Source: an optimization exercise on an open RTL-to-GDS flow (aim: small area). Production flows keep margins and buffers that such runs may drop. In this exercise RTL edits were held to simulation tests only and were not proved equivalent to the original. Power and IR drop assume default switching activity.

==> design.v <==
module KeyPress(
	input  CLK,
	input  nRST,
	input  KEY_IN,
	output reg KEY_FLAG,	 
	output KEY_STATE	 
);
	reg key_a, key_b;
	reg lvl;		 
	reg filt;		 
	reg [5:0] cnt;		 
	wire flag_H2L = key_b & ~key_a;
	wire flag_L2H = ~key_b & key_a;
	localparam [5:0] C39 = 6'd45, C40 = 6'd26;
	wire [5:0] cnt_step = {cnt[4:0], ~(cnt[5] ^ cnt[4])};
	wire full = (cnt == C40);
	wire toward = lvl ? flag_H2L : flag_L2H;	 
	wire back   = lvl ? flag_L2H : flag_H2L;	 
	assign KEY_STATE = lvl;
	always @(posedge CLK or negedge nRST)
		if (!nRST) begin
			key_a <= 1'b0;
			key_b <= 1'b0;
		end else begin
			key_a <= KEY_IN;
			key_b <= key_a;
		end
	always @(posedge CLK)
		if (filt)
			cnt <= cnt_step;
		else
			cnt <= (cnt == C39) ? C40 : 6'd0;
	always @(posedge CLK or negedge nRST)
		if (!nRST) begin
			lvl <= 1'b1;
			filt <= 1'b0;
			KEY_FLAG <= 1'b0;
		end else begin
			KEY_FLAG <= filt & full;
			if (!filt) begin
				if (toward) filt <= 1'b1;
			end else if (full) begin
				filt <= 1'b0;
				lvl <= ~lvl;
			end else if (back)
				filt <= 1'b0;
		end
endmodule
module KeyValue(
	input  CLK,
	input  nRST,
	input  [3:0] KEY_COL,
	output [3:0] KEY_ROW,
	output reg [3:0] KEY_Value,	 
	output reg Value_en
);
	wire [3:0] key_flag;
	wire [3:0] key_state;
	reg [1:0] m;
	reg [1:0] r;
	reg [1:0] colIndex;
	KeyPress u0(.CLK(CLK), .nRST(nRST), .KEY_IN(KEY_COL[0]), .KEY_FLAG(key_flag[0]), .KEY_STATE(key_state[0]));
	KeyPress u1(.CLK(CLK), .nRST(nRST), .KEY_IN(KEY_COL[1]), .KEY_FLAG(key_flag[1]), .KEY_STATE(key_state[1]));
	KeyPress u2(.CLK(CLK), .nRST(nRST), .KEY_IN(KEY_COL[2]), .KEY_FLAG(key_flag[2]), .KEY_STATE(key_state[2]));
	KeyPress u3(.CLK(CLK), .nRST(nRST), .KEY_IN(KEY_COL[3]), .KEY_FLAG(key_flag[3]), .KEY_STATE(key_state[3]));
	assign KEY_ROW = (m == 2'd0) ? 4'b0000 : ~(4'b0001 << r);
	always @(posedge CLK or negedge nRST)
		if (!nRST) begin
			m <= 2'd0;
			r <= 2'd0;
		end else if (m != 2'd1) begin
			m <= (key_flag != 4'b0000) ? 2'd1 : 2'd0;
			r <= 2'd0;
		end else if (KEY_COL != 4'b1111)
			m <= 2'd2;
		else if (r == 2'd3)
			m <= 2'd3;
		else
			r <= r + 2'd1;
	always @(posedge CLK or negedge nRST)
		if (!nRST)
			colIndex <= 2'd0;
		else
			case (key_state)
				4'b1110: colIndex <= 2'd0;
				4'b1101: colIndex <= 2'd1;
				4'b1011: colIndex <= 2'd2;
				4'b0111: colIndex <= 2'd3;
				default: ;
			endcase
	always @(posedge CLK or negedge nRST)
		if (!nRST)
			Value_en <= 1'b0;
		else
			Value_en <= (m == 2'd2);
	always @(posedge CLK)
		if (m == 2'd2)
			case ({r, colIndex})
				4'd0:  KEY_Value <= 4'h1;
				4'd1:  KEY_Value <= 4'h2;
				4'd2:  KEY_Value <= 4'h3;
				4'd3:  KEY_Value <= 4'ha;
				4'd4:  KEY_Value <= 4'h4;
				4'd5:  KEY_Value <= 4'h5;
				4'd6:  KEY_Value <= 4'h6;
				4'd7:  KEY_Value <= 4'hb;
				4'd8:  KEY_Value <= 4'h7;
				4'd9:  KEY_Value <= 4'h8;
				4'd10: KEY_Value <= 4'h9;
				4'd11: KEY_Value <= 4'hc;
				4'd12: KEY_Value <= 4'he;
				4'd13: KEY_Value <= 4'h0;
				4'd14: KEY_Value <= 4'hf;
				default: KEY_Value <= 4'hd;
			endcase
endmodule
module smg_display(
    input  wire clk,
    input  wire rst_n,
    input  wire [31:0] number,
    output reg  [7:0] seg,
    output wire [2:0] sel
);
    reg [7:0] pos;
    reg started;
    wire [2:0] scan_cnt = pos[7:5];
    always @(posedge clk or negedge rst_n)
        if (!rst_n) begin
            pos <= 8'd16;
            started <= 1'b0;
        end else begin
            pos <= pos + 8'd1;
            if (pos[4:0] == 5'd31)
                started <= 1'b1;
        end
    assign sel = {scan_cnt[2:1], scan_cnt[0] | ~started};
    reg [3:0] digit;
    always @(*) begin
        case (scan_cnt)
            3'd0: digit = number[31:28];
            3'd1: digit = number[27:24];
            3'd2: digit = number[23:20];
            3'd3: digit = number[19:16];
            3'd4: digit = number[15:12];
            3'd5: digit = number[11:8];
            3'd6: digit = number[7:4];
            default: digit = number[3:0];
        endcase
        case (digit)
            4'h0: seg = 8'b00111111;
            4'h1: seg = 8'b00000110;
            4'h2: seg = 8'b01011011;
            4'h3: seg = 8'b01001111;
            4'h4: seg = 8'b01100110;
            4'h5: seg = 8'b01101101;
            4'h6: seg = 8'b01111101;
            4'h7: seg = 8'b00000111;
            4'h8: seg = 8'b01111111;
            4'h9: seg = 8'b01101111;
            4'hf: seg = 8'b01000000;
            default: seg = 8'b00000000;
        endcase
    end
endmodule
module mm_lock(
    input  wire clk,
    input  wire rst_n,
    input  wire [3:0] key_value,    
    input  wire key_valid,          
    input  wire led3_flash,         
    input  wire idle_timeout,       
    output reg  ev,                 
    output reg  unlocked,           
    output reg  [31:0] display_num,  
    output wire led1,
    output wire led2,
    output wire led3,
    output reg  [31:0] n_error_count,  
    output wire error_changed,      
    output wire start_count4,
    output wire start_count5
);
    localparam [10:0] SUCCESS_END = 11'd935;
    reg [3:0]  input_count;
    reg        count5__begin;
    reg [31:0] password;
    reg        change_password_mode;
    reg [31:0] ec_temp;             
    reg        temp_valid;          
    reg        password_success;
    reg [10:0] success_timer;
    reg [31:0] n_display_num;
    reg [3:0]  n_input_count;
    reg        n_unlocked;
    reg        n_count5__begin;
    reg [31:0] n_password;
    reg        n_change_password_mode;
    reg [31:0] n_ec_temp;
    reg        n_temp_valid;
    reg        n_password_success;
    reg [10:0] n_success_timer;
    wire [31:0] error_count = ec_temp;      
    wire [31:0] temp_password = ec_temp;    
    wire [31:0] error_inc = error_count + 32'd1;
    always @(*) begin
        n_display_num = display_num;
        n_input_count = input_count;
        n_unlocked = unlocked;
        n_count5__begin = count5__begin;
        n_password = password;
        n_change_password_mode = change_password_mode;
        n_temp_valid = temp_valid;
        n_password_success = password_success;
        n_success_timer = success_timer;
        n_error_count = error_count;
        n_ec_temp = ec_temp;
        if (!ev) begin
            if (idle_timeout) begin
                n_unlocked = 1'b0;
                n_display_num = 32'hFFFFFFFF;
                n_input_count = 4'd0;
                n_change_password_mode = 1'b0;
                n_count5__begin = 1'b0;
            end
            if (password_success) begin
                if (success_timer != SUCCESS_END)
                    n_success_timer = {success_timer[9:0], ~(success_timer[10] ^ success_timer[8])};
                else begin
                    n_password_success = 1'b0;
                    n_success_timer = 11'd0;
                end
            end
        end else begin
            case (key_value)
                4'h0, 4'h1, 4'h2, 4'h3, 4'h4, 4'h5, 4'h6, 4'h7, 4'h8, 4'h9: begin
                    n_count5__begin = 1'b1;
                    if (input_count < 4'd8) begin
                        n_display_num = {display_num[27:0], key_value};
                        n_input_count = input_count + 4'd1;
                    end
                end
                4'hA: begin
                    if (!unlocked) begin
                        if (display_num == password) begin
                            n_unlocked = 1'b1;
                            n_display_num = 32'hFFFFFFFF;
                            n_error_count = 32'd0;
                        end else begin
                            n_input_count = 4'd0;
                            n_error_count = error_inc;
                            n_display_num = error_inc;
                        end
                    end else if (change_password_mode) begin
                        if (!temp_valid) begin  
                            n_ec_temp = display_num;
                            n_temp_valid = (display_num != 32'd0);
                            n_display_num = 32'hFFFFFFFF;
                            n_input_count = 4'd0;
                        end else begin
                            if (display_num == temp_password) begin
                                n_password = display_num;
                                n_password_success = 1'b1;
                            end
                            n_change_password_mode = 1'b0;
                            n_display_num = 32'hFFFFFFFF;
                            n_input_count = 4'd0;
                        end
                    end
                end
                4'hB: begin
                    n_unlocked = 1'b0;
                    n_display_num = 32'hFFFFFFFF;
                    n_input_count = 4'd0;
                    n_change_password_mode = 1'b0;
                    n_count5__begin = 1'b0;
                end
                4'hC: begin
                    n_display_num = 32'hFFFFFFFF;
                    n_input_count = 4'd0;
                end
                4'hD: begin
                    if (unlocked) begin
                        n_change_password_mode = ~change_password_mode;
                        n_input_count = 4'd0;
                        n_display_num = 32'hFFFFFFFF;
                        n_temp_valid = 1'b0;
                    end
                end
                4'hE: begin
                    if (unlocked) begin
                        n_input_count = 4'd0;
                        n_display_num = password;
                    end
                end
                default: ;
            endcase
        end
        if (!unlocked)
            n_ec_temp = n_error_count;
        else if (!n_unlocked)
            n_ec_temp = 32'd0;       
    end
    always @(posedge clk or negedge rst_n) begin
        if (!rst_n) begin
            ev <= 1'b0;
            display_num <= 32'hFFFFFFFF;
            input_count <= 4'd0;
            unlocked <= 1'b0;
            change_password_mode <= 1'b0;
            ec_temp <= 32'd0;
            password_success <= 1'b0;
            success_timer <= 11'd0;
            count5__begin <= 1'b0;
            password <= 32'h12345678;
        end else begin
            ev <= key_valid;
            display_num <= n_display_num;
            input_count <= n_input_count;
            unlocked <= n_unlocked;
            change_password_mode <= n_change_password_mode;
            ec_temp <= n_ec_temp;
            password_success <= n_password_success;
            success_timer <= n_success_timer;
            count5__begin <= n_count5__begin;
            password <= n_password;
        end
    end
    always @(posedge clk)
        temp_valid <= n_temp_valid;
    assign error_changed = ev & (key_value == 4'hA) & ~unlocked &
                           ((display_num != password) | (error_count != 32'd0));
    assign led1 = n_unlocked;
    assign led2 = ~n_unlocked;
    assign led3 = n_password_success ? led3_flash : n_change_password_mode;
    assign start_count4 = ~n_unlocked & ~unlocked & (n_error_count != 32'd0);
    assign start_count5 = ~n_unlocked & n_count5__begin;
endmodule
module warning(
    input  wire clk,
    input  wire rst_n,
    input  wire [31:0] error_count,
    input  wire error_changed,
    input  wire start_count4,
    input  wire start_count5,
    input  wire unlocked_lag,       
    input  wire key_lag,            
    output wire idle_timeout,       
    output reg  led4,
    output reg  led5
);
    localparam [6:0] S39 = 7'd105, S105 = 7'd81, S114 = 7'd51, S115 = 7'd102,
                     S123 = 7'd40, S124 = 7'd80;
    localparam [7:0] Q40 = 8'd218, Q240 = 8'd26, Q241 = 8'd53;
    reg [7:0] q4;
    reg       p4;
    reg [6:0] s4;
    localparam [14:0] IDLE_TIMEOUT = 15'd8947;
    reg [16:0] x;
    wire [7:0] q5 = x[16:9];
    wire       h5 = x[8];
    wire       p5 = x[7];
    wire [6:0] s5 = x[6:0];
    wire [14:0] idle_timer = x[14:0];
    reg counter4_reset_flag;
    wire [6:0] s4_step = {s4[5:0], ~(s4[6] ^ s4[5])};
    wire [7:0] q4_step = {q4[6:0], ~(q4[7] ^ q4[5] ^ q4[4] ^ q4[3])};
    wire [6:0] s5_step = {s5[5:0], ~(s5[6] ^ s5[5])};
    wire [7:0] q5_step = {q5[6:0], ~(q5[7] ^ q5[5] ^ q5[4] ^ q5[3])};
    wire s4_end = (s4 == (p4 ? S124 : S123));
    wire s5_end = (s5 == (p5 ? S124 : S123));
    wire at_5s  = (q4 == Q40)  & ~p4 & (s4 == S39);     
    wire at_30s = (q4 == Q240) &  p4 & (s4 == S115);    
    wire is12 = (error_count == 32'd1) | (error_count == 32'd2);
    wire is3  = (error_count == 32'd3);
    wire run4 = (is12 & ~at_5s) | (is3 & ~at_30s);
    always @(posedge clk or negedge rst_n)
        if (!rst_n)
            counter4_reset_flag <= 1'b0;
        else
            counter4_reset_flag <= error_changed;
    always @(posedge clk or negedge rst_n)
        if (!rst_n)
            led4 <= 1'b0;
        else if (!start_count4)
            led4 <= 1'b0;
        else if (is12 | is3)
            led4 <= run4 & ~p4;
        else
            led4 <= 1'b1;    
    always @(posedge clk)
        if (!start_count4 | !(is12 | is3) | (!run4 & (error_changed | counter4_reset_flag))) begin
            q4 <= 8'd0;
            p4 <= 1'b0;
            s4 <= 7'd0;
        end else if (run4) begin
            if (s4_end) begin
                s4 <= 7'd0;
                p4 <= ~p4;
                if (p4)
                    q4 <= q4_step;
            end else
                s4 <= s4_step;
        end
    wire at_mid = ~h5 & (q5 == Q240) & p5 & (s5 == S114);    
    wire at_end =  h5 & (q5 == Q241) & p5 & (s5 == S105);    
    always @(posedge clk or negedge rst_n)
        if (!rst_n)
            led5 <= 1'b0;
        else
            led5 <= start_count5 & h5 & ~at_end & ~p5;
    assign idle_timeout = unlocked_lag & (idle_timer == IDLE_TIMEOUT);
    wire idle_run = unlocked_lag & ~key_lag & ~idle_timeout;
    wire c5_run = start_count5 & ~at_end;
    reg [7:0] nq5;
    reg       nh5, np5;
    reg [6:0] ns5;
    always @(*) begin
        nq5 = q5;
        nh5 = h5;
        np5 = p5;
        ns5 = s5_step;
        if (s5_end) begin
            ns5 = 7'd0;
            np5 = ~p5;
            if (p5)
                nq5 = q5_step;
        end
        if (at_mid) begin
            nh5 = 1'b1;
            nq5 = 8'd0;
        end
    end
    always @(posedge clk)
        if (idle_run)
            x <= {2'b00, idle_timer[13:0], ~(idle_timer[14] ^ idle_timer[13])};
        else if (c5_run)
            x <= {nq5, nh5, np5, ns5};
        else
            x <= 17'd0;
endmodule
module exp81(
    input wire clk,           
    input wire rst_n,         
    input wire [3:0] key_in,  
    output wire [3:0] key_out,  
    output wire [7:0] seg,    
    output wire [2:0] sel,    
    output wire led1,         
    output wire led2,         
    output wire led3,         
    output wire led4,         
    output wire led5          
);
    wire [3:0] key_value;
    wire key_valid;
    wire [31:0] display_num;
    wire [31:0] error_count;
    wire error_changed;
    wire start_count4, start_count5;
    wire unlocked_lag, key_lag, idle_timeout;
    reg flash_off;
    reg [6:0] flash_pos;
    always @(posedge clk or negedge rst_n)
        if (!rst_n) begin
            flash_off <= 1'b0;
            flash_pos <= 7'd0;
        end else if (flash_pos == (flash_off ? 7'd32 : 7'd80)) begin
            flash_off <= ~flash_off;
            flash_pos <= 7'd0;
        end else
            flash_pos <= {flash_pos[5:0], ~(flash_pos[6] ^ flash_pos[5])};
    KeyValue key_inst(
       .CLK(clk),
       .nRST(rst_n),
       .KEY_COL(key_in),
       .KEY_ROW(key_out),
       .KEY_Value(key_value),
       .Value_en(key_valid)
    );
    mm_lock mm_lock_inst (
       .clk(clk),
       .rst_n(rst_n),
       .key_value(key_value),
       .key_valid(key_valid),
       .led3_flash(~flash_off),
       .idle_timeout(idle_timeout),
       .ev(key_lag),
       .unlocked(unlocked_lag),
       .display_num(display_num),
       .led1(led1),
       .led2(led2),
       .led3(led3),
       .n_error_count(error_count),
       .error_changed(error_changed),
       .start_count4(start_count4),
       .start_count5(start_count5)
    );
    smg_display smg_inst(
       .clk(clk),
       .rst_n(rst_n),
       .number(display_num),
       .seg(seg),
       .sel(sel)
    );
    warning warning_inst(
        .clk(clk),
        .rst_n(rst_n),
        .error_count(error_count),
        .error_changed(error_changed),
        .start_count4(start_count4),
        .start_count5(start_count5),
        .unlocked_lag(unlocked_lag),
        .key_lag(key_lag),
        .idle_timeout(idle_timeout),
        .led4(led4),
        .led5(led5)
    );
endmodule
==> run.sh <==
#!/bin/bash
# synth_recipe.tcl (not shown) runs the flow's synth.tcl, then flattens the netlist and writes it again
# the make line also repeats each setting of config.mk as NAME=value (left out here)
make -C /OpenROAD-flow-scripts/flow DESIGN_CONFIG=/design/flow/config.mk WORK_HOME=/design/flow/orfs CLKGATE_MAP_FILE= SYNTH_SCRIPT=/design/flow/synth_recipe.tcl finish
==> config.mk <==
export PLATFORM = sky130hd
export DESIGN_NAME = exp81
export DESIGN_NICKNAME = exp81
export VERILOG_FILES = /design/flow/design.v
export SDC_FILE = /design/flow/constraint.sdc
export NUM_CORES = 4
export LEC_CHECK = 0
export ABC_AREA = 1
export CAP_MARGIN = 20
export CORE_MARGIN = 2
export CORE_UTILIZATION = 70
export CTS_BUF_LIST = sky130_fd_sc_hd__clkbuf_8
export CTS_CLUSTER_DIAMETER = 60
export CTS_CLUSTER_SIZE = 15
export PLACE_DENSITY = 0.8
export SLEW_MARGIN = 20
==> constraint.sdc <==
create_clock -name core_clock -period 30.0 [get_ports {clk}]
set_input_delay 6.0000 -clock core_clock [delete_from_list [all_inputs] [get_ports {clk}]]
set_output_delay 6.0000 -clock core_clock [all_outputs]
set_load 0.01 [all_outputs]
==> results.py <==
metrics = {
    "power_and_ir_drop": {
        "finalPower_mw": 0.773,
        "p_sw_mw": 0.276,
        "p_clk_share_pct": 26.4,
        "pwr-share-comb_pct": 24.4,
        "sw_frac_of_total_pct": 35.6,
        "p_per_area_mw_per_mm2": 55.2,
        "vdd_ir_drop_max_uv": 48.8,
        "p_int_mw": 0.497,
        "leakagePower_nw": 6.18,
        "p_seq_share_pct": 49.2,
    },
    "worst_setup_path": {
        "cp_cell_sequence": "inv_2, nor3_4, buf_4, inv_1, nor3_1, nand2_1, nor2_1, nand2_2, nand2_1, nor2_1, a21oi_1, clkdlybuf4s50_1",
        "cpMaxStageDelayCell": "nand2_2",
        "cp_data_arrival_time_ns": 4.11,
        "worstPathRequired_ns": 24.00,
        "cpPeakStageDelay_ns": 0.63,
        "timing_worst_setup_path_type": "reg -> out",
        "startpoint_type": "flop",
        "path_max_fanout": 65,
        "endpoint_kind": "output pin",
        "r2r_slack_ns": 26.01,
    },
    "floorplanning": {
        "fp-row-count": 50,
        "core_area_mm2": 0.0186,
        "die_area_mm2": 0.0200,
        "ios": 26,
        "chipWidth_um": 142,
        "die_y_um": 142,
        "start_util_pct": 71.0,
    },
    "logic_synthesis": {
        "synth_fp_nets": 1823,
        "synthDistinctLibCells": 53,
        "avgSynthCellArea_um2": 7.42,
        "syn-cell-area_mm2": 0.0132,
        "synth-seq-cells": 225,
        "synthTopCellsByArea": "dfrtp_1, nand2_1, dfstp_2",
        "syn_inst": 1785,
        "synthFlopType": "dfrtp_1",
        "synthMuxAreaShare_pct": 0.0851,
        "synth-xor-area-share_pct": 5.09,
        "yosys_warnings": 6,
        "synth-compound-area-share_pct": 16.6,
        "synth_fa_ha_area_share_pct": 3.02,
        "yosysTopAreaCell": "dfrtp_1",
        "async_flop_share_pct": 72.4,
        "synth_top_area_share_pct": 21.4,
        "ys_seq_area_share_pct": 41.6,
        "synthSimpleGateAreaFrac_pct": 23.2,
        "synth_top_family_by_area": "simple AND/OR/NAND/NOR gates",
        "synth_edf_count": 13,
    },
    "detailed_routing": {
        "drt_wl_total_mm": 39.3,
        "postRouteAntennaNets": 0,
        "drc": 0,
        "post_drt_wl_per_cell_um": 19.5,
        "vias": 12600,
        "first_iter_violations": 1459,
        "viasPerCell": 6.24,
        "dr.pass1.iters": 9,
    },
    "place": {
        "preCtsSetupSlack_ns": 20.60,
        "place_area_mm2": 0.0135,
        "routabilityCongestion": 1.06,
        "io_buffers": 24,
        "hpwlAfterDp_mm": 28.6,
    },
    "finish": {
        "nets": 1803,
        "multi_input_area_mm2": 0.00638,
        "drive_gt1_share_pct": 7.70,
        "antenna_cells": 0,
        "regArea_mm2": 0.00551,
        "num-fill-cells": 1409,
        "synthToLayoutAreaGrowth_pct": 5.70,
        "final_util_pct": 75.0,
        "final_area_mm2": 0.0140,
    },
    "clock_tree": {
        "cts_root_buffer": "clkbuf_8",
        "cts_buffer_depth": 3,
        "clock_latency_ns": 0.57,
        "htreeDepth": 1,
        "clock_sinks": 225,
        "hold_buffers": 0,
        "clk_pin_slew_ns": 0.10,
        "cts_buffers": 21,
        "cts_resized": 0,
        "cts_setup_buffers": 0,
        "cts_tree": "yes",
    },
    "worst_hold_path": {
        "hold_class": "reg -> reg",
    },
    "sta": {
        "setup_tns_ns": 0,
        "rsz0062_at_grt": "no",
        "slew_headroom_pct": 26.7,
        "finalClockSkew_ns": 0.0251,
        "max_freq_mhz": 98.9,
        "setup_violations": 0,
        "hold_viol": 0,
        "fin_crit_ns": 10.11,
        "slew_violations": 0,
        "tightest_slew_ns": 1.10,
        "period_share_pct": 33.7,
        "fin_ws_ns": 19.89,
    },
    "grt": {
        "grt-ovfl-total": 0,
        "grt_pass1_vias": 11900,
        "grt_antenna_before_repair": 0,
        "grt_max_degree": 89,
        "grt_first_pass_wirelength_mm": 62.3,
        "grt_usage_pct": 39.5,
    },
    "outcome": {
        "status": "timing/DRC/antenna clean",
    },
    "run": {
        "maxCapViolations": 0,
    },
}
==> registers in the layout (all words and copies together) (netlist names), 7 cells and up <==
signal / count
mm_lock_inst.display_num: 32
mm_lock_inst.ec_temp: 32
mm_lock_inst.password: 32
warning_inst.x: 17
mm_lock_inst.success_timer: 11
smg_inst.pos: 8
warning_inst.q4: 8
flash_pos: 7
warning_inst.s4: 7
==> per-layer routing <==
layer  vias to the layer above  share of wire [%]  GRT usage [%]
li1                       5812                  -              -
met1                      5807                 38           49.3
met2                       743                 46           63.9
met3                       208                9.3           7.76
met4                         0                7.4           24.2
met5                         -                  0              0
==> power groups by stage <==
stage          logic, mW  registers [mW]  clock network [mW]
5_1_grt            0.206           0.383               0.215
3_3_place_gp       0.179           0.382                   0
6_report           0.189           0.380               0.204
3_5_place_dp       0.181           0.384                   0
2_1_floorplan      0.125           0.368                   0
4_1_cts            0.183           0.378               0.206
==> path summary, 6_finish.rpt <==
check | from | to | cells past startpoint
max in group asynchronous | rst_n | mm_lock_inst.display_num[11] | 3
min in group asynchronous | rst_n | smg_inst.pos[3] | 1
hold reg to reg | key_inst.Value_en | mm_lock_inst.ev | 0
setup reg to reg | key_inst.KEY_Value[1] | warning_inst.s4[5] | 19
setup / recovery | key_inst.KEY_Value[1] | led3 | 12
hold / removal | key_inst.Value_en | mm_lock_inst.ev | 0
==> critical path: cells and delay by family, from the launching register on <==
| family | cells | cell delay, ns |
|---|---|---|
| simple gates | 7 | 1.71 |
| buf+inv | 4 | 1.16 |
| flops | 1 | 0.50 |
| compound gates | 1 | 0.15 |
==> layout by cell type, fill, tap and decap left out, types with 13 or more instances in the layout <==
master / instances
a21oi_1: 62
clkbuf_8: 23
clkdlybuf4s50_1: 23
dfrtp_1: 113
dfstp_2: 50
dfxtp_1: 49
edfxtp_1: 13
ha_1: 32
inv_1: 264
inv_2: 13
nand2_1: 385
nand3_1: 84
nand4_1: 30
nor2_1: 127
nor3_1: 29
nor4_1: 26
o211ai_1: 19
o21ai_0: 195
o22ai_1: 57
xnor2_1: 35
xor2_1: 42
==> area by class of cell <==
cell class | instances | share of cell area (%)
Sequential cell | 225 | 39.4
Multi-Input combinational cell | 1210 | 45.6
Inverter | 273 | 7.32
Tap cell | 234 | 2.09
Timing Repair Buffer | 34 | 2.35
Clock inverter | 15 | 0.957
Clock buffer | 23 | 2.26
==> cells in the mapped netlist, drive strengths merged (7+ instances only) <==
master	number
nor3	32
inv	270
buf	20
o21ai	204
o22ai	57
dfxtp	49
edfxtp	13
dfrtp	113
nor2	137
clkbuf	57
o211ai	19
nand2	391
nand4	31
dfstp	50
nand3	85
xor2	42
nor4	26
ha	32
or2	7
a21oi	64
xnor2	35
o21bai	8
==> metrics by stage <==
| step | cells | hold slack (ns) |
|---|---|---|
| 2_1_floorplan | 1785 | 0.331 |
| 3_3_place_gp | 1975 | 0.349 |
| 3_5_place_dp | 1975 | 0.346 |
| 4_1_cts | 2013 | 0.370 |
| 5_1_grt | 2014 | 0.372 |
| 6_report | 2014 | 0.369 |
==> cells by family (layout without fill, tap and decap cells) <==
group	after synthesis	count (layout)
AO/OA/AOI/OAI	388	388
XOR/XNOR	77	77
adder cells (fa/ha/maj)	32	32
buffers and inverters	350	345
flip-flops	225	225
multiplexers	1	1
other	1	1
AND/OR/NAND/NOR	711	711

==> static timing again, ports no longer ideal <==
How much do the figures lean on ideal ports? The routed layout below was timed once more, with nothing changed but the port constraints.
Step 1 assumes that a clkbuf_16 drives the clock port and a buf_2 every other input.
Step 2 times the ports against the registers' clock, not the clock port: input delays grow and output delays shrink by t, the midpoint of the rising clock arrivals with the driver on.
Slacks: no drivers / after step 1 / after step 2; pairs: no drivers / after step 1.
t, ns: 0.599
setup slack, ns: 19.890 / 19.845 / 20.444
hold slack, ns: 0.369 / 0.369 / 0.369
slew at the worst register clock pin (ns): 0.11 / 0.11
worst data-port slew with drivers (ns): 0.04
After both steps setup and hold are still met in this run. The setup slack of this run moves by -0.045 ns with the drivers and by +0.554 ns with both steps.
